What follows belongs to an exercise in optimizing a design on an open flow for small area, a short achievable clock period and few clock cycles per item; a production flow would make more cautious choices.
In this exercise RTL edits were held to simulation tests only and were not proved equivalent to the original.
Power is estimated from default activity; no workload was simulated.

**design/flow/standard.sh**
```bash
#!/bin/bash
# synth_recipe.tcl (not shown) runs the flow's synth.tcl, then flattens the netlist and writes it again
# the make line also repeats each setting of config.mk as NAME=value (left out here)
make -C /OpenROAD-flow-scripts/flow DESIGN_CONFIG=/design/flow/config.mk WORK_HOME=/design/flow/orfs CLKGATE_MAP_FILE= SYNTH_SCRIPT=/design/flow/synth_recipe.tcl "${@:-finish}"
```
**design/flow/flow/run.sh**
```bash
#!/bin/bash
# Standard layout (the standard.sh, unchanged synthesis), but the ports get
# plain buf_2 buffers instead of the clkdlybuf4s50 delay cells that
# buffer_ports picks by default.  ORFS writes each step's log under orfs/logs.
export BUFFER_PORTS_ARGS="-buffer_cell sky130_fd_sc_hd__buf_2"
bash standard.sh > standard.log 2>&1
```
**design/flow/constraint.sdc**
```tcl
create_clock -name core_clock -period 4.5 [get_ports {clk}]
set_input_delay 0.9000 -clock core_clock [delete_from_list [all_inputs] [get_ports {clk}]]
set_output_delay 0.9000 -clock core_clock [all_outputs]
set_load 0.01 [all_outputs]
```
**design/flow/design.v**
```verilog
module multiply (clk, prod, fin, mcand, mplier, reset);
	input clk, reset;
	output [63:0] prod;
	output fin;
	input [31:0] mcand, mplier;
	reg first;		 
	reg [2:0] cnt;		 
	reg [34:0] S, C;	 
	reg [5:0] lx, ly;	 
	reg cin;		 
	reg bprev;		 
	reg [29:0] sh;	 
	assign fin = (cnt == 6);
	wire [35:0] mpx = {4'd0, mplier};
	wire [5:0] src = first ? mpx[5:0] : sh[5:0];
	wire bm1 = bprev & ~first;
	wire [34:0] a = S & {35{~first}} | {1'b1, 34'd0} & {35{first}};
	wire [34:0] b = C & {35{~first}};
	wire [33:0] m1 = {2'b00, mcand};
	wire [33:0] m2 = {1'b0, mcand, 1'b0};
	wire [2:0] g0 = {src[1], src[0], bm1};
	wire s1_0 = g0[1] ^ g0[0];
	wire s2_0 = (g0 == 3'b100) | (g0 == 3'b011);
	wire ng0 = g0[2];
	wire [33:0] r0 = (({34{s1_0}} & m1) | ({34{s2_0}} & m2)) ^ {34{ng0}};
	wire [2:0] g1 = {src[3], src[2], src[1]};
	wire s1_1 = g1[1] ^ g1[0];
	wire s2_1 = (g1 == 3'b100) | (g1 == 3'b011);
	wire ng1 = g1[2];
	wire [33:0] r1 = (({34{s1_1}} & m1) | ({34{s2_1}} & m2)) ^ {34{ng1}};
	wire [2:0] g2 = {src[5], src[4], src[3]};
	wire s1_2 = g2[1] ^ g2[0];
	wire s2_2 = (g2 == 3'b100) | (g2 == 3'b011);
	wire ng2 = g2[2];
	wire [33:0] r2 = (({34{s1_2}} & m1) | ({34{s2_2}} & m2)) ^ {34{ng2}};
	wire l0_2_0_s = a[2] ^ b[2];
	wire l0_2_0_c = a[2] & b[2];
	wire l0_3_1_s = a[3] ^ b[3];
	wire l0_3_1_c = a[3] & b[3];
	wire l0_4_2_s = a[4] ^ b[4] ^ r0[4];
	wire l0_4_2_c = (a[4] & b[4]) | (a[4] & r0[4]) | (b[4] & r0[4]);
	wire l0_4_3_s = r1[2] ^ r2[0];
	wire l0_4_3_c = r1[2] & r2[0];
	wire l0_5_4_s = a[5] ^ b[5] ^ r0[5];
	wire l0_5_4_c = (a[5] & b[5]) | (a[5] & r0[5]) | (b[5] & r0[5]);
	wire l0_5_5_s = r1[3] ^ r2[1];
	wire l0_5_5_c = r1[3] & r2[1];
	wire l0_6_6_s = a[6] ^ b[6] ^ r0[6];
	wire l0_6_6_c = (a[6] & b[6]) | (a[6] & r0[6]) | (b[6] & r0[6]);
	wire l0_6_7_s = r1[4] ^ r2[2];
	wire l0_6_7_c = r1[4] & r2[2];
	wire l0_7_8_s = a[7] ^ b[7] ^ r0[7];
	wire l0_7_8_c = (a[7] & b[7]) | (a[7] & r0[7]) | (b[7] & r0[7]);
	wire l0_7_9_s = r1[5] ^ r2[3];
	wire l0_7_9_c = r1[5] & r2[3];
	wire l0_8_10_s = a[8] ^ b[8] ^ r0[8];
	wire l0_8_10_c = (a[8] & b[8]) | (a[8] & r0[8]) | (b[8] & r0[8]);
	wire l0_8_11_s = r1[6] ^ r2[4];
	wire l0_8_11_c = r1[6] & r2[4];
	wire l0_9_12_s = a[9] ^ b[9] ^ r0[9];
	wire l0_9_12_c = (a[9] & b[9]) | (a[9] & r0[9]) | (b[9] & r0[9]);
	wire l0_9_13_s = r1[7] ^ r2[5];
	wire l0_9_13_c = r1[7] & r2[5];
	wire l0_10_14_s = a[10] ^ b[10] ^ r0[10];
	wire l0_10_14_c = (a[10] & b[10]) | (a[10] & r0[10]) | (b[10] & r0[10]);
	wire l0_10_15_s = r1[8] ^ r2[6];
	wire l0_10_15_c = r1[8] & r2[6];
	wire l0_11_16_s = a[11] ^ b[11] ^ r0[11];
	wire l0_11_16_c = (a[11] & b[11]) | (a[11] & r0[11]) | (b[11] & r0[11]);
	wire l0_11_17_s = r1[9] ^ r2[7];
	wire l0_11_17_c = r1[9] & r2[7];
	wire l0_12_18_s = a[12] ^ b[12] ^ r0[12];
	wire l0_12_18_c = (a[12] & b[12]) | (a[12] & r0[12]) | (b[12] & r0[12]);
	wire l0_12_19_s = r1[10] ^ r2[8];
	wire l0_12_19_c = r1[10] & r2[8];
	wire l0_13_20_s = a[13] ^ b[13] ^ r0[13];
	wire l0_13_20_c = (a[13] & b[13]) | (a[13] & r0[13]) | (b[13] & r0[13]);
	wire l0_13_21_s = r1[11] ^ r2[9];
	wire l0_13_21_c = r1[11] & r2[9];
	wire l0_14_22_s = a[14] ^ b[14] ^ r0[14];
	wire l0_14_22_c = (a[14] & b[14]) | (a[14] & r0[14]) | (b[14] & r0[14]);
	wire l0_14_23_s = r1[12] ^ r2[10];
	wire l0_14_23_c = r1[12] & r2[10];
	wire l0_15_24_s = a[15] ^ b[15] ^ r0[15];
	wire l0_15_24_c = (a[15] & b[15]) | (a[15] & r0[15]) | (b[15] & r0[15]);
	wire l0_15_25_s = r1[13] ^ r2[11];
	wire l0_15_25_c = r1[13] & r2[11];
	wire l0_16_26_s = a[16] ^ b[16] ^ r0[16];
	wire l0_16_26_c = (a[16] & b[16]) | (a[16] & r0[16]) | (b[16] & r0[16]);
	wire l0_16_27_s = r1[14] ^ r2[12];
	wire l0_16_27_c = r1[14] & r2[12];
	wire l0_17_28_s = a[17] ^ b[17] ^ r0[17];
	wire l0_17_28_c = (a[17] & b[17]) | (a[17] & r0[17]) | (b[17] & r0[17]);
	wire l0_17_29_s = r1[15] ^ r2[13];
	wire l0_17_29_c = r1[15] & r2[13];
	wire l0_18_30_s = a[18] ^ b[18] ^ r0[18];
	wire l0_18_30_c = (a[18] & b[18]) | (a[18] & r0[18]) | (b[18] & r0[18]);
	wire l0_18_31_s = r1[16] ^ r2[14];
	wire l0_18_31_c = r1[16] & r2[14];
	wire l0_19_32_s = a[19] ^ b[19] ^ r0[19];
	wire l0_19_32_c = (a[19] & b[19]) | (a[19] & r0[19]) | (b[19] & r0[19]);
	wire l0_19_33_s = r1[17] ^ r2[15];
	wire l0_19_33_c = r1[17] & r2[15];
	wire l0_20_34_s = a[20] ^ b[20] ^ r0[20];
	wire l0_20_34_c = (a[20] & b[20]) | (a[20] & r0[20]) | (b[20] & r0[20]);
	wire l0_20_35_s = r1[18] ^ r2[16];
	wire l0_20_35_c = r1[18] & r2[16];
	wire l0_21_36_s = a[21] ^ b[21] ^ r0[21];
	wire l0_21_36_c = (a[21] & b[21]) | (a[21] & r0[21]) | (b[21] & r0[21]);
	wire l0_21_37_s = r1[19] ^ r2[17];
	wire l0_21_37_c = r1[19] & r2[17];
	wire l0_22_38_s = a[22] ^ b[22] ^ r0[22];
	wire l0_22_38_c = (a[22] & b[22]) | (a[22] & r0[22]) | (b[22] & r0[22]);
	wire l0_22_39_s = r1[20] ^ r2[18];
	wire l0_22_39_c = r1[20] & r2[18];
	wire l0_23_40_s = a[23] ^ b[23] ^ r0[23];
	wire l0_23_40_c = (a[23] & b[23]) | (a[23] & r0[23]) | (b[23] & r0[23]);
	wire l0_23_41_s = r1[21] ^ r2[19];
	wire l0_23_41_c = r1[21] & r2[19];
	wire l0_24_42_s = a[24] ^ b[24] ^ r0[24];
	wire l0_24_42_c = (a[24] & b[24]) | (a[24] & r0[24]) | (b[24] & r0[24]);
	wire l0_24_43_s = r1[22] ^ r2[20];
	wire l0_24_43_c = r1[22] & r2[20];
	wire l0_25_44_s = a[25] ^ b[25] ^ r0[25];
	wire l0_25_44_c = (a[25] & b[25]) | (a[25] & r0[25]) | (b[25] & r0[25]);
	wire l0_25_45_s = r1[23] ^ r2[21];
	wire l0_25_45_c = r1[23] & r2[21];
	wire l0_26_46_s = a[26] ^ b[26] ^ r0[26];
	wire l0_26_46_c = (a[26] & b[26]) | (a[26] & r0[26]) | (b[26] & r0[26]);
	wire l0_26_47_s = r1[24] ^ r2[22];
	wire l0_26_47_c = r1[24] & r2[22];
	wire l0_27_48_s = a[27] ^ b[27] ^ r0[27];
	wire l0_27_48_c = (a[27] & b[27]) | (a[27] & r0[27]) | (b[27] & r0[27]);
	wire l0_27_49_s = r1[25] ^ r2[23];
	wire l0_27_49_c = r1[25] & r2[23];
	wire l0_28_50_s = a[28] ^ b[28] ^ r0[28];
	wire l0_28_50_c = (a[28] & b[28]) | (a[28] & r0[28]) | (b[28] & r0[28]);
	wire l0_28_51_s = r1[26] ^ r2[24];
	wire l0_28_51_c = r1[26] & r2[24];
	wire l0_29_52_s = a[29] ^ b[29] ^ r0[29];
	wire l0_29_52_c = (a[29] & b[29]) | (a[29] & r0[29]) | (b[29] & r0[29]);
	wire l0_29_53_s = r1[27] ^ r2[25];
	wire l0_29_53_c = r1[27] & r2[25];
	wire l0_30_54_s = a[30] ^ b[30] ^ r0[30];
	wire l0_30_54_c = (a[30] & b[30]) | (a[30] & r0[30]) | (b[30] & r0[30]);
	wire l0_30_55_s = r1[28] ^ r2[26];
	wire l0_30_55_c = r1[28] & r2[26];
	wire l0_31_56_s = a[31] ^ b[31] ^ r0[31];
	wire l0_31_56_c = (a[31] & b[31]) | (a[31] & r0[31]) | (b[31] & r0[31]);
	wire l0_31_57_s = r1[29] ^ r2[27];
	wire l0_31_57_c = r1[29] & r2[27];
	wire l0_32_58_s = a[32] ^ b[32] ^ r0[32];
	wire l0_32_58_c = (a[32] & b[32]) | (a[32] & r0[32]) | (b[32] & r0[32]);
	wire l0_32_59_s = r1[30] ^ r2[28];
	wire l0_32_59_c = r1[30] & r2[28];
	wire l0_33_60_s = a[33] ^ b[33] ^ ~r0[33];
	wire l0_33_60_c = (a[33] & b[33]) | (a[33] & ~r0[33]) | (b[33] & ~r0[33]);
	wire l0_33_61_s = r1[31] ^ r2[29] ^ 1'b1;
	wire l0_33_61_c = (r1[31] & r2[29]) | (r1[31] & 1'b1) | (r2[29] & 1'b1);
	wire l0_34_62_s = a[34] ^ b[34] ^ r1[32];
	wire l0_34_62_c = (a[34] & b[34]) | (a[34] & r1[32]) | (b[34] & r1[32]);
	wire l1_0_63_s = a[0] ^ b[0];
	wire l1_0_63_c = a[0] & b[0];
	wire l1_1_64_s = a[1] ^ b[1];
	wire l1_1_64_c = a[1] & b[1];
	wire l1_2_65_s = l0_2_0_s ^ r0[2] ^ r1[0];
	wire l1_2_65_c = (l0_2_0_s & r0[2]) | (l0_2_0_s & r1[0]) | (r0[2] & r1[0]);
	wire l1_3_66_s = l0_2_0_c ^ l0_3_1_s ^ r0[3];
	wire l1_3_66_c = (l0_2_0_c & l0_3_1_s) | (l0_2_0_c & r0[3]) | (l0_3_1_s & r0[3]);
	wire l1_4_67_s = l0_3_1_c ^ l0_4_2_s ^ l0_4_3_s;
	wire l1_4_67_c = (l0_3_1_c & l0_4_2_s) | (l0_3_1_c & l0_4_3_s) | (l0_4_2_s & l0_4_3_s);
	wire l1_5_68_s = l0_4_2_c ^ l0_4_3_c ^ l0_5_4_s;
	wire l1_5_68_c = (l0_4_2_c & l0_4_3_c) | (l0_4_2_c & l0_5_4_s) | (l0_4_3_c & l0_5_4_s);
	wire l1_6_69_s = l0_5_4_c ^ l0_5_5_c ^ l0_6_6_s;
	wire l1_6_69_c = (l0_5_4_c & l0_5_5_c) | (l0_5_4_c & l0_6_6_s) | (l0_5_5_c & l0_6_6_s);
	wire l1_7_70_s = l0_6_6_c ^ l0_6_7_c ^ l0_7_8_s;
	wire l1_7_70_c = (l0_6_6_c & l0_6_7_c) | (l0_6_6_c & l0_7_8_s) | (l0_6_7_c & l0_7_8_s);
	wire l1_8_71_s = l0_7_8_c ^ l0_7_9_c ^ l0_8_10_s;
	wire l1_8_71_c = (l0_7_8_c & l0_7_9_c) | (l0_7_8_c & l0_8_10_s) | (l0_7_9_c & l0_8_10_s);
	wire l1_9_72_s = l0_8_10_c ^ l0_8_11_c ^ l0_9_12_s;
	wire l1_9_72_c = (l0_8_10_c & l0_8_11_c) | (l0_8_10_c & l0_9_12_s) | (l0_8_11_c & l0_9_12_s);
	wire l1_10_73_s = l0_9_12_c ^ l0_9_13_c ^ l0_10_14_s;
	wire l1_10_73_c = (l0_9_12_c & l0_9_13_c) | (l0_9_12_c & l0_10_14_s) | (l0_9_13_c & l0_10_14_s);
	wire l1_11_74_s = l0_10_14_c ^ l0_10_15_c ^ l0_11_16_s;
	wire l1_11_74_c = (l0_10_14_c & l0_10_15_c) | (l0_10_14_c & l0_11_16_s) | (l0_10_15_c & l0_11_16_s);
	wire l1_12_75_s = l0_11_16_c ^ l0_11_17_c ^ l0_12_18_s;
	wire l1_12_75_c = (l0_11_16_c & l0_11_17_c) | (l0_11_16_c & l0_12_18_s) | (l0_11_17_c & l0_12_18_s);
	wire l1_13_76_s = l0_12_18_c ^ l0_12_19_c ^ l0_13_20_s;
	wire l1_13_76_c = (l0_12_18_c & l0_12_19_c) | (l0_12_18_c & l0_13_20_s) | (l0_12_19_c & l0_13_20_s);
	wire l1_14_77_s = l0_13_20_c ^ l0_13_21_c ^ l0_14_22_s;
	wire l1_14_77_c = (l0_13_20_c & l0_13_21_c) | (l0_13_20_c & l0_14_22_s) | (l0_13_21_c & l0_14_22_s);
	wire l1_15_78_s = l0_14_22_c ^ l0_14_23_c ^ l0_15_24_s;
	wire l1_15_78_c = (l0_14_22_c & l0_14_23_c) | (l0_14_22_c & l0_15_24_s) | (l0_14_23_c & l0_15_24_s);
	wire l1_16_79_s = l0_15_24_c ^ l0_15_25_c ^ l0_16_26_s;
	wire l1_16_79_c = (l0_15_24_c & l0_15_25_c) | (l0_15_24_c & l0_16_26_s) | (l0_15_25_c & l0_16_26_s);
	wire l1_17_80_s = l0_16_26_c ^ l0_16_27_c ^ l0_17_28_s;
	wire l1_17_80_c = (l0_16_26_c & l0_16_27_c) | (l0_16_26_c & l0_17_28_s) | (l0_16_27_c & l0_17_28_s);
	wire l1_18_81_s = l0_17_28_c ^ l0_17_29_c ^ l0_18_30_s;
	wire l1_18_81_c = (l0_17_28_c & l0_17_29_c) | (l0_17_28_c & l0_18_30_s) | (l0_17_29_c & l0_18_30_s);
	wire l1_19_82_s = l0_18_30_c ^ l0_18_31_c ^ l0_19_32_s;
	wire l1_19_82_c = (l0_18_30_c & l0_18_31_c) | (l0_18_30_c & l0_19_32_s) | (l0_18_31_c & l0_19_32_s);
	wire l1_20_83_s = l0_19_32_c ^ l0_19_33_c ^ l0_20_34_s;
	wire l1_20_83_c = (l0_19_32_c & l0_19_33_c) | (l0_19_32_c & l0_20_34_s) | (l0_19_33_c & l0_20_34_s);
	wire l1_21_84_s = l0_20_34_c ^ l0_20_35_c ^ l0_21_36_s;
	wire l1_21_84_c = (l0_20_34_c & l0_20_35_c) | (l0_20_34_c & l0_21_36_s) | (l0_20_35_c & l0_21_36_s);
	wire l1_22_85_s = l0_21_36_c ^ l0_21_37_c ^ l0_22_38_s;
	wire l1_22_85_c = (l0_21_36_c & l0_21_37_c) | (l0_21_36_c & l0_22_38_s) | (l0_21_37_c & l0_22_38_s);
	wire l1_23_86_s = l0_22_38_c ^ l0_22_39_c ^ l0_23_40_s;
	wire l1_23_86_c = (l0_22_38_c & l0_22_39_c) | (l0_22_38_c & l0_23_40_s) | (l0_22_39_c & l0_23_40_s);
	wire l1_24_87_s = l0_23_40_c ^ l0_23_41_c ^ l0_24_42_s;
	wire l1_24_87_c = (l0_23_40_c & l0_23_41_c) | (l0_23_40_c & l0_24_42_s) | (l0_23_41_c & l0_24_42_s);
	wire l1_25_88_s = l0_24_42_c ^ l0_24_43_c ^ l0_25_44_s;
	wire l1_25_88_c = (l0_24_42_c & l0_24_43_c) | (l0_24_42_c & l0_25_44_s) | (l0_24_43_c & l0_25_44_s);
	wire l1_26_89_s = l0_25_44_c ^ l0_25_45_c ^ l0_26_46_s;
	wire l1_26_89_c = (l0_25_44_c & l0_25_45_c) | (l0_25_44_c & l0_26_46_s) | (l0_25_45_c & l0_26_46_s);
	wire l1_27_90_s = l0_26_46_c ^ l0_26_47_c ^ l0_27_48_s;
	wire l1_27_90_c = (l0_26_46_c & l0_26_47_c) | (l0_26_46_c & l0_27_48_s) | (l0_26_47_c & l0_27_48_s);
	wire l1_28_91_s = l0_27_48_c ^ l0_27_49_c ^ l0_28_50_s;
	wire l1_28_91_c = (l0_27_48_c & l0_27_49_c) | (l0_27_48_c & l0_28_50_s) | (l0_27_49_c & l0_28_50_s);
	wire l1_29_92_s = l0_28_50_c ^ l0_28_51_c ^ l0_29_52_s;
	wire l1_29_92_c = (l0_28_50_c & l0_28_51_c) | (l0_28_50_c & l0_29_52_s) | (l0_28_51_c & l0_29_52_s);
	wire l1_30_93_s = l0_29_52_c ^ l0_29_53_c ^ l0_30_54_s;
	wire l1_30_93_c = (l0_29_52_c & l0_29_53_c) | (l0_29_52_c & l0_30_54_s) | (l0_29_53_c & l0_30_54_s);
	wire l1_31_94_s = l0_30_54_c ^ l0_30_55_c ^ l0_31_56_s;
	wire l1_31_94_c = (l0_30_54_c & l0_30_55_c) | (l0_30_54_c & l0_31_56_s) | (l0_30_55_c & l0_31_56_s);
	wire l1_32_95_s = l0_31_56_c ^ l0_31_57_c ^ l0_32_58_s;
	wire l1_32_95_c = (l0_31_56_c & l0_31_57_c) | (l0_31_56_c & l0_32_58_s) | (l0_31_57_c & l0_32_58_s);
	wire l1_33_96_s = l0_32_58_c ^ l0_32_59_c ^ l0_33_60_s;
	wire l1_33_96_c = (l0_32_58_c & l0_32_59_c) | (l0_32_58_c & l0_33_60_s) | (l0_32_59_c & l0_33_60_s);
	wire l1_34_97_s = l0_33_60_c ^ l0_33_61_c ^ l0_34_62_s;
	wire l1_34_97_c = (l0_33_60_c & l0_33_61_c) | (l0_33_60_c & l0_34_62_s) | (l0_33_61_c & l0_34_62_s);
	wire l1_35_98_s = l0_34_62_c ^ ~r1[33];
	wire l1_35_98_c = l0_34_62_c & ~r1[33];
	wire l2_0_99_s = l1_0_63_s ^ r0[0];
	wire l2_0_99_c = l1_0_63_s & r0[0];
	wire l2_1_100_s = l1_0_63_c ^ l1_1_64_s ^ r0[1];
	wire l2_1_100_c = (l1_0_63_c & l1_1_64_s) | (l1_0_63_c & r0[1]) | (l1_1_64_s & r0[1]);
	wire l2_2_101_s = l1_1_64_c ^ l1_2_65_s ^ ng1;
	wire l2_2_101_c = (l1_1_64_c & l1_2_65_s) | (l1_1_64_c & ng1) | (l1_2_65_s & ng1);
	wire l2_3_102_s = l1_2_65_c ^ l1_3_66_s ^ r1[1];
	wire l2_3_102_c = (l1_2_65_c & l1_3_66_s) | (l1_2_65_c & r1[1]) | (l1_3_66_s & r1[1]);
	wire l2_4_103_s = l1_3_66_c ^ l1_4_67_s ^ ng2;
	wire l2_4_103_c = (l1_3_66_c & l1_4_67_s) | (l1_3_66_c & ng2) | (l1_4_67_s & ng2);
	wire l2_5_104_s = l1_4_67_c ^ l1_5_68_s ^ l0_5_5_s;
	wire l2_5_104_c = (l1_4_67_c & l1_5_68_s) | (l1_4_67_c & l0_5_5_s) | (l1_5_68_s & l0_5_5_s);
	wire l2_6_105_s = l1_5_68_c ^ l1_6_69_s ^ l0_6_7_s;
	wire l2_6_105_c = (l1_5_68_c & l1_6_69_s) | (l1_5_68_c & l0_6_7_s) | (l1_6_69_s & l0_6_7_s);
	wire l2_7_106_s = l1_6_69_c ^ l1_7_70_s ^ l0_7_9_s;
	wire l2_7_106_c = (l1_6_69_c & l1_7_70_s) | (l1_6_69_c & l0_7_9_s) | (l1_7_70_s & l0_7_9_s);
	wire l2_8_107_s = l1_7_70_c ^ l1_8_71_s ^ l0_8_11_s;
	wire l2_8_107_c = (l1_7_70_c & l1_8_71_s) | (l1_7_70_c & l0_8_11_s) | (l1_8_71_s & l0_8_11_s);
	wire l2_9_108_s = l1_8_71_c ^ l1_9_72_s ^ l0_9_13_s;
	wire l2_9_108_c = (l1_8_71_c & l1_9_72_s) | (l1_8_71_c & l0_9_13_s) | (l1_9_72_s & l0_9_13_s);
	wire l2_10_109_s = l1_9_72_c ^ l1_10_73_s ^ l0_10_15_s;
	wire l2_10_109_c = (l1_9_72_c & l1_10_73_s) | (l1_9_72_c & l0_10_15_s) | (l1_10_73_s & l0_10_15_s);
	wire l2_11_110_s = l1_10_73_c ^ l1_11_74_s ^ l0_11_17_s;
	wire l2_11_110_c = (l1_10_73_c & l1_11_74_s) | (l1_10_73_c & l0_11_17_s) | (l1_11_74_s & l0_11_17_s);
	wire l2_12_111_s = l1_11_74_c ^ l1_12_75_s ^ l0_12_19_s;
	wire l2_12_111_c = (l1_11_74_c & l1_12_75_s) | (l1_11_74_c & l0_12_19_s) | (l1_12_75_s & l0_12_19_s);
	wire l2_13_112_s = l1_12_75_c ^ l1_13_76_s ^ l0_13_21_s;
	wire l2_13_112_c = (l1_12_75_c & l1_13_76_s) | (l1_12_75_c & l0_13_21_s) | (l1_13_76_s & l0_13_21_s);
	wire l2_14_113_s = l1_13_76_c ^ l1_14_77_s ^ l0_14_23_s;
	wire l2_14_113_c = (l1_13_76_c & l1_14_77_s) | (l1_13_76_c & l0_14_23_s) | (l1_14_77_s & l0_14_23_s);
	wire l2_15_114_s = l1_14_77_c ^ l1_15_78_s ^ l0_15_25_s;
	wire l2_15_114_c = (l1_14_77_c & l1_15_78_s) | (l1_14_77_c & l0_15_25_s) | (l1_15_78_s & l0_15_25_s);
	wire l2_16_115_s = l1_15_78_c ^ l1_16_79_s ^ l0_16_27_s;
	wire l2_16_115_c = (l1_15_78_c & l1_16_79_s) | (l1_15_78_c & l0_16_27_s) | (l1_16_79_s & l0_16_27_s);
	wire l2_17_116_s = l1_16_79_c ^ l1_17_80_s ^ l0_17_29_s;
	wire l2_17_116_c = (l1_16_79_c & l1_17_80_s) | (l1_16_79_c & l0_17_29_s) | (l1_17_80_s & l0_17_29_s);
	wire l2_18_117_s = l1_17_80_c ^ l1_18_81_s ^ l0_18_31_s;
	wire l2_18_117_c = (l1_17_80_c & l1_18_81_s) | (l1_17_80_c & l0_18_31_s) | (l1_18_81_s & l0_18_31_s);
	wire l2_19_118_s = l1_18_81_c ^ l1_19_82_s ^ l0_19_33_s;
	wire l2_19_118_c = (l1_18_81_c & l1_19_82_s) | (l1_18_81_c & l0_19_33_s) | (l1_19_82_s & l0_19_33_s);
	wire l2_20_119_s = l1_19_82_c ^ l1_20_83_s ^ l0_20_35_s;
	wire l2_20_119_c = (l1_19_82_c & l1_20_83_s) | (l1_19_82_c & l0_20_35_s) | (l1_20_83_s & l0_20_35_s);
	wire l2_21_120_s = l1_20_83_c ^ l1_21_84_s ^ l0_21_37_s;
	wire l2_21_120_c = (l1_20_83_c & l1_21_84_s) | (l1_20_83_c & l0_21_37_s) | (l1_21_84_s & l0_21_37_s);
	wire l2_22_121_s = l1_21_84_c ^ l1_22_85_s ^ l0_22_39_s;
	wire l2_22_121_c = (l1_21_84_c & l1_22_85_s) | (l1_21_84_c & l0_22_39_s) | (l1_22_85_s & l0_22_39_s);
	wire l2_23_122_s = l1_22_85_c ^ l1_23_86_s ^ l0_23_41_s;
	wire l2_23_122_c = (l1_22_85_c & l1_23_86_s) | (l1_22_85_c & l0_23_41_s) | (l1_23_86_s & l0_23_41_s);
	wire l2_24_123_s = l1_23_86_c ^ l1_24_87_s ^ l0_24_43_s;
	wire l2_24_123_c = (l1_23_86_c & l1_24_87_s) | (l1_23_86_c & l0_24_43_s) | (l1_24_87_s & l0_24_43_s);
	wire l2_25_124_s = l1_24_87_c ^ l1_25_88_s ^ l0_25_45_s;
	wire l2_25_124_c = (l1_24_87_c & l1_25_88_s) | (l1_24_87_c & l0_25_45_s) | (l1_25_88_s & l0_25_45_s);
	wire l2_26_125_s = l1_25_88_c ^ l1_26_89_s ^ l0_26_47_s;
	wire l2_26_125_c = (l1_25_88_c & l1_26_89_s) | (l1_25_88_c & l0_26_47_s) | (l1_26_89_s & l0_26_47_s);
	wire l2_27_126_s = l1_26_89_c ^ l1_27_90_s ^ l0_27_49_s;
	wire l2_27_126_c = (l1_26_89_c & l1_27_90_s) | (l1_26_89_c & l0_27_49_s) | (l1_27_90_s & l0_27_49_s);
	wire l2_28_127_s = l1_27_90_c ^ l1_28_91_s ^ l0_28_51_s;
	wire l2_28_127_c = (l1_27_90_c & l1_28_91_s) | (l1_27_90_c & l0_28_51_s) | (l1_28_91_s & l0_28_51_s);
	wire l2_29_128_s = l1_28_91_c ^ l1_29_92_s ^ l0_29_53_s;
	wire l2_29_128_c = (l1_28_91_c & l1_29_92_s) | (l1_28_91_c & l0_29_53_s) | (l1_29_92_s & l0_29_53_s);
	wire l2_30_129_s = l1_29_92_c ^ l1_30_93_s ^ l0_30_55_s;
	wire l2_30_129_c = (l1_29_92_c & l1_30_93_s) | (l1_29_92_c & l0_30_55_s) | (l1_30_93_s & l0_30_55_s);
	wire l2_31_130_s = l1_30_93_c ^ l1_31_94_s ^ l0_31_57_s;
	wire l2_31_130_c = (l1_30_93_c & l1_31_94_s) | (l1_30_93_c & l0_31_57_s) | (l1_31_94_s & l0_31_57_s);
	wire l2_32_131_s = l1_31_94_c ^ l1_32_95_s ^ l0_32_59_s;
	wire l2_32_131_c = (l1_31_94_c & l1_32_95_s) | (l1_31_94_c & l0_32_59_s) | (l1_32_95_s & l0_32_59_s);
	wire l2_33_132_s = l1_32_95_c ^ l1_33_96_s ^ l0_33_61_s;
	wire l2_33_132_c = (l1_32_95_c & l1_33_96_s) | (l1_32_95_c & l0_33_61_s) | (l1_33_96_s & l0_33_61_s);
	wire l2_34_133_s = l1_33_96_c ^ l1_34_97_s ^ r2[30];
	wire l2_34_133_c = (l1_33_96_c & l1_34_97_s) | (l1_33_96_c & r2[30]) | (l1_34_97_s & r2[30]);
	wire l2_35_134_s = l1_34_97_c ^ l1_35_98_s ^ r2[31];
	wire l2_35_134_c = (l1_34_97_c & l1_35_98_s) | (l1_34_97_c & r2[31]) | (l1_35_98_s & r2[31]);
	wire l2_36_135_s = l1_35_98_c ^ r2[32] ^ 1'b1;
	wire l2_36_135_c = (l1_35_98_c & r2[32]) | (l1_35_98_c & 1'b1) | (r2[32] & 1'b1);
	wire [40:0] x = {1'b0, 1'b1, 1'b1, l2_36_135_c, l2_35_134_c, l2_34_133_c, l2_33_132_c, l2_32_131_c, l2_31_130_c, l2_30_129_c, l2_29_128_c, l2_28_127_c, l2_27_126_c, l2_26_125_c, l2_25_124_c, l2_24_123_c, l2_23_122_c, l2_22_121_c, l2_21_120_c, l2_20_119_c, l2_19_118_c, l2_18_117_c, l2_17_116_c, l2_16_115_c, l2_15_114_c, l2_14_113_c, l2_13_112_c, l2_12_111_c, l2_11_110_c, l2_10_109_c, l2_9_108_c, l2_8_107_c, l2_7_106_c, l2_6_105_c, l2_5_104_c, l2_4_103_c, l2_3_102_c, l2_2_101_c, l2_1_100_c, l2_0_99_c, l2_0_99_s};
	wire [40:0] y = {1'b0, 1'b0, 1'b0, ~r2[33], l2_36_135_s, l2_35_134_s, l2_34_133_s, l2_33_132_s, l2_32_131_s, l2_31_130_s, l2_30_129_s, l2_29_128_s, l2_28_127_s, l2_27_126_s, l2_26_125_s, l2_25_124_s, l2_24_123_s, l2_23_122_s, l2_22_121_s, l2_21_120_s, l2_20_119_s, l2_19_118_s, l2_18_117_s, l2_17_116_s, l2_16_115_s, l2_15_114_s, l2_14_113_s, l2_13_112_s, l2_12_111_s, l2_11_110_s, l2_10_109_s, l2_9_108_s, l2_8_107_s, l2_7_106_s, l2_6_105_s, l2_5_104_s, l2_4_103_s, l2_3_102_s, l2_2_101_s, l2_1_100_s, ng0};
	wire [6:0] low = lx + ly + cin;	 
	always @(posedge clk) begin
		first <= reset;
		if (reset)
			cnt <= 0;
		else if (cnt != 6)
			cnt <= cnt + 1'b1;
		S <= x[40:6];
		C <= y[40:6];
		lx <= x[5:0];
		ly <= y[5:0];
		cin <= low[6] & ~first;
		bprev <= src[5];
		sh <= first ? mpx[35:6] : {low[5:0], sh[29:6]};
	end
	wire [33:0] hi = {S, lx} + {C, ly} + cin;
	assign prod = {hi, sh};
endmodule
```
**design/flow/config.mk**
```make
export PLATFORM = sky130hd
export DESIGN_NAME = multiply
export DESIGN_NICKNAME = multiply
export VERILOG_FILES = /design/flow/design.v
export SDC_FILE = /design/flow/constraint.sdc
export NUM_CORES = 4
export LEC_CHECK = 0
export CAP_MARGIN = 20
export CORE_MARGIN = 2
export CORE_UTILIZATION = 40
export SLEW_MARGIN = 20
```
==> out/results.tsv <==
metric	value	unit
FF-to-FF path depth	9	
fin crit share	0.9420	
Slew Limit Headroom	0.5135	
fraction of layout cells with a size suffix above 1	0.2060	
Util after Layout	0.4596	
drt wl/cell	18.29	um
CORE AREA	23400	um2
Reg2Reg Setup Slack	0.57	ns
synthesized instance count	917	
Yosys cell types	61	
hold buffer count at cts	0	
routed wire length	24.65	mm
crit path DAT	3.34	ns
Synthesized Nets	1159	
Post-Syn Area	9513	um2
clock-pin slew on the worst setup and hold paths	0.09	ns
Ys Warns	1	
EDFF count, synth	0	
minimum clock period	4.239	ns
Overflow after GRT	0	
Worst Path Required	3.60	ns
clock latency (worst-skew pair)	0.36	ns
Num CTS Buffers	9	
Clock Sinks	112	
antenna cells	0	
CTS tree	yes	
# rows	56	
RSZ-0062 raised after global routing	false	
commonest cells in the netlist	xnor2_1, dfxtp_1, fa_1, a22oi_1, ha_1	
fill count	2266	
largest area contributor in the netlist	dfxtp_1	
fin nets	1266	
Worst-Margin Slew	0.7221	ns
post-CTS setup buffer count	0	
fin. max-slew vios	0	
top-count cell post-synth	xnor2_1	
GRT Total Usage	0.2065	
ranking of synthesized cells by area	dfxtp_1, fa_1, xnor2_1, ha_1, a22oi_1	
Hold Crit Class	flip-flop to flip-flop	
# DRC	0	
initial antenna violation count	0	
final setup TNS	0	ns
Reg area	2246	um2
Clock H-tree levels	3	
Placement Setup Slack	0.3198	ns
vias in the first global route	7386	
top cell type's share of synthesized area	0.2357	
Max-Cap Viols	0	
Syn Area/Cell	10.37	um2
commonest register cell after synthesis	dfxtp_1	
Port Buffers	130	
Starting Density	0.4065	
Die Wd	158.2	um
Detail Route Antenna Nets	0	
Max FO, Critical Path	4	
Ports	131	
Final Hold Fails	0	
crit end category	output port	
Reg2Reg Launch Point	first$_DFF_P_	
power per cell area	874.3	nW/um2
Die Height	158.2	um
initial detailed-routing violation count	410	
number of synthesized register bits	112	
final worst setup slack	0.2609	ns
clk root buf	clkbuf_16	
buffer depth of the longest clock path	2	
Max VDD drop	0.2595	mV
run status	no timing/DRC/antenna violations	
crit start category	flip-flop	
First-pass DRT Iterations	5	
largest net degree at the start of global routing	60	
Area Overhead vs Synth	13.07	%
CP Capture Point	prod[58]	
total number of vias	7146	
CP Class	flip-flop to output port	
RR Endpoint	C[10]$_DFF_P_	
sequential fraction of the synthesis area	0.2357	
multi-input logic area	6914	um2
worst setup path start	lx[0]$_DFF_P_	
Fmax	235.9	MHz
gpl congestion	0.8744	
asr flop ratio synth	0	
Via density	5.301	
first-pass GRT wire length	40.05	mm
Leakage	4.600	nW
die area	25030	um2
detailed placement HPWL	19.67	mm
Resized cells post-CTS	0	
final setup vio count	0	
Setup Skew	0.009373	ns
layout make-up:
| type | instances | share of cell area |
|---|---|---|
| clock inverters | 7 | 0.007561 |
| repair buffers | 145 | 0.07095 |
| flip-flops and latches | 112 | 0.2088 |
| multi-input cells | 722 | 0.6428 |
| clock buffers | 9 | 0.02094 |
| well taps | 319 | 0.03711 |
| inverters | 34 | 0.01186 |
routing by layer:
| metal | global-route usage | vias up | part of all wire | routed length [um] |
|---|---|---|---|---|
| met4 | 0.06607 | 0 | 0.022 | 531 |
| met1 | 0.2905 | 3474 | 0.47 | 11590 |
| met2 | 0.3151 | 206 | 0.45 | 11070 |
| li1 | - | 3432 | - | - |
| met3 | 0.04626 | 34 | 0.059 | 1449 |
| met5 | 0 | - | 0 | 0 |
cell usage in the layout, fill, tap and decap left out, types with 11 or more instances in the layout:
cell type	count
inv_1	31
a21oi_1	35
nor2_1	24
buf_2	130
a21o_1	11
fa_1	98
a31oi_1	13
dfxtp_1	111
nand2_1	35
mux2_2	29
ha_1	78
xnor2_1	118
buf_4	15
a22oi_1	93
nor2b_1	63
o21ai_0	16
state kept, by name (all words and copies together), names as in the netlist:
signal  count
cnt         3
ly          6
bprev       1
lx          6
sh         30
S          32
first       1
cin         1
C          32
cell families after synthesis:
logic type | count (synthesis) | synth area share
XOR/XNOR | 127 | 0.1169
AO/OA/AOI/OAI | 216 | 0.1631
buffers and inverters | 83 | 0.03748
adder cells (fa/ha/maj) | 176 | 0.3088
AND/OR/NAND/NOR | 168 | 0.09470
flip-flops | 112 | 0.2357
multiplexers | 35 | 0.04327
critical path: stages (launching register included):
cell	delay [ns]
dfxtp_1	0.33
fa_1	0.47
inv_1	0.09
fa_1	0.20
nand2b_1	0.14
a21oi_1	0.14
o21ai_0	0.62
a21oi_1	0.25
a2111oi_0	0.49
a311oi_1	0.07
buf_2	0.16
how the worst min path moves through the flow:
stage	start	cells past startpoint	to
CTS	sh[8]$_DFF_P_	1	sh[2]$_DFF_P_
global route	sh[25]$_DFF_P_	1	sh[19]$_DFF_P_
detailed placement	sh[8]$_DFF_P_	1	sh[2]$_DFF_P_
finish	sh[8]$_DFF_P_	1	sh[2]$_DFF_P_
global placement	sh[8]$_DFF_P_	1	sh[2]$_DFF_P_
floorplan	cnt[2]$_SDFFE_PP0N_	2	cnt[2]$_SDFFE_PP0N_
where the power goes:
group	leakage (nW)	switching, W	internal, W
registers	0.943	0.000275	0.00150
clock network	0.150	0.000434	0.000399
logic	3.51	0.00379	0.00301
through the flow:
step / cells / power [W] / hold slack, ns / area, um2
after CTS: 1348 / 0.009502 / 0.4861 / 10760
after global routing: 1348 / 0.01040 / 0.5042 / 10760
after detailed placement: 1332 / 0.008614 / 0.4657 / 10450
after global placement: 1332 / 0.008526 / 0.4642 / 10450
after floorplan: 917 / 0.006502 / 0.4813 / 9513
final: 1348 / 0.009405 / 0.4817 / 10760
Testbench counts, summed over its fixed seeds: cycles 22,400, items 3,200.

[static timing again, ports no longer ideal]
In the flow no input, the clock included, has a driving cell. The finished layout below was timed again as built, in two steps.
Step 1, drivers: a clkbuf_16 drives clk and a buf_2 each remaining input, both assumed.
Step 2 adds t to the input delays and takes it off the output delays; t is the mean of the earliest and latest rising clock arrival at the registers after step 1. Input paths then give back, and output paths get back, about the clock's delay inside the block.
Three values: ideal ports, drivers, drivers and shift; two values: the first two.
t (ns): 0.402
slack for setup (ns): 0.261 / 0.219 / 0.359
worst setup path at the end: input to register
worst register clock-pin slew, ns: 0.09 / 0.09
worst data-port slew with drivers (ns): 0.07
After both steps this run still meets setup and hold. The setup slack of this run moves by -0.042 ns with the drivers and by +0.098 ns with both steps.
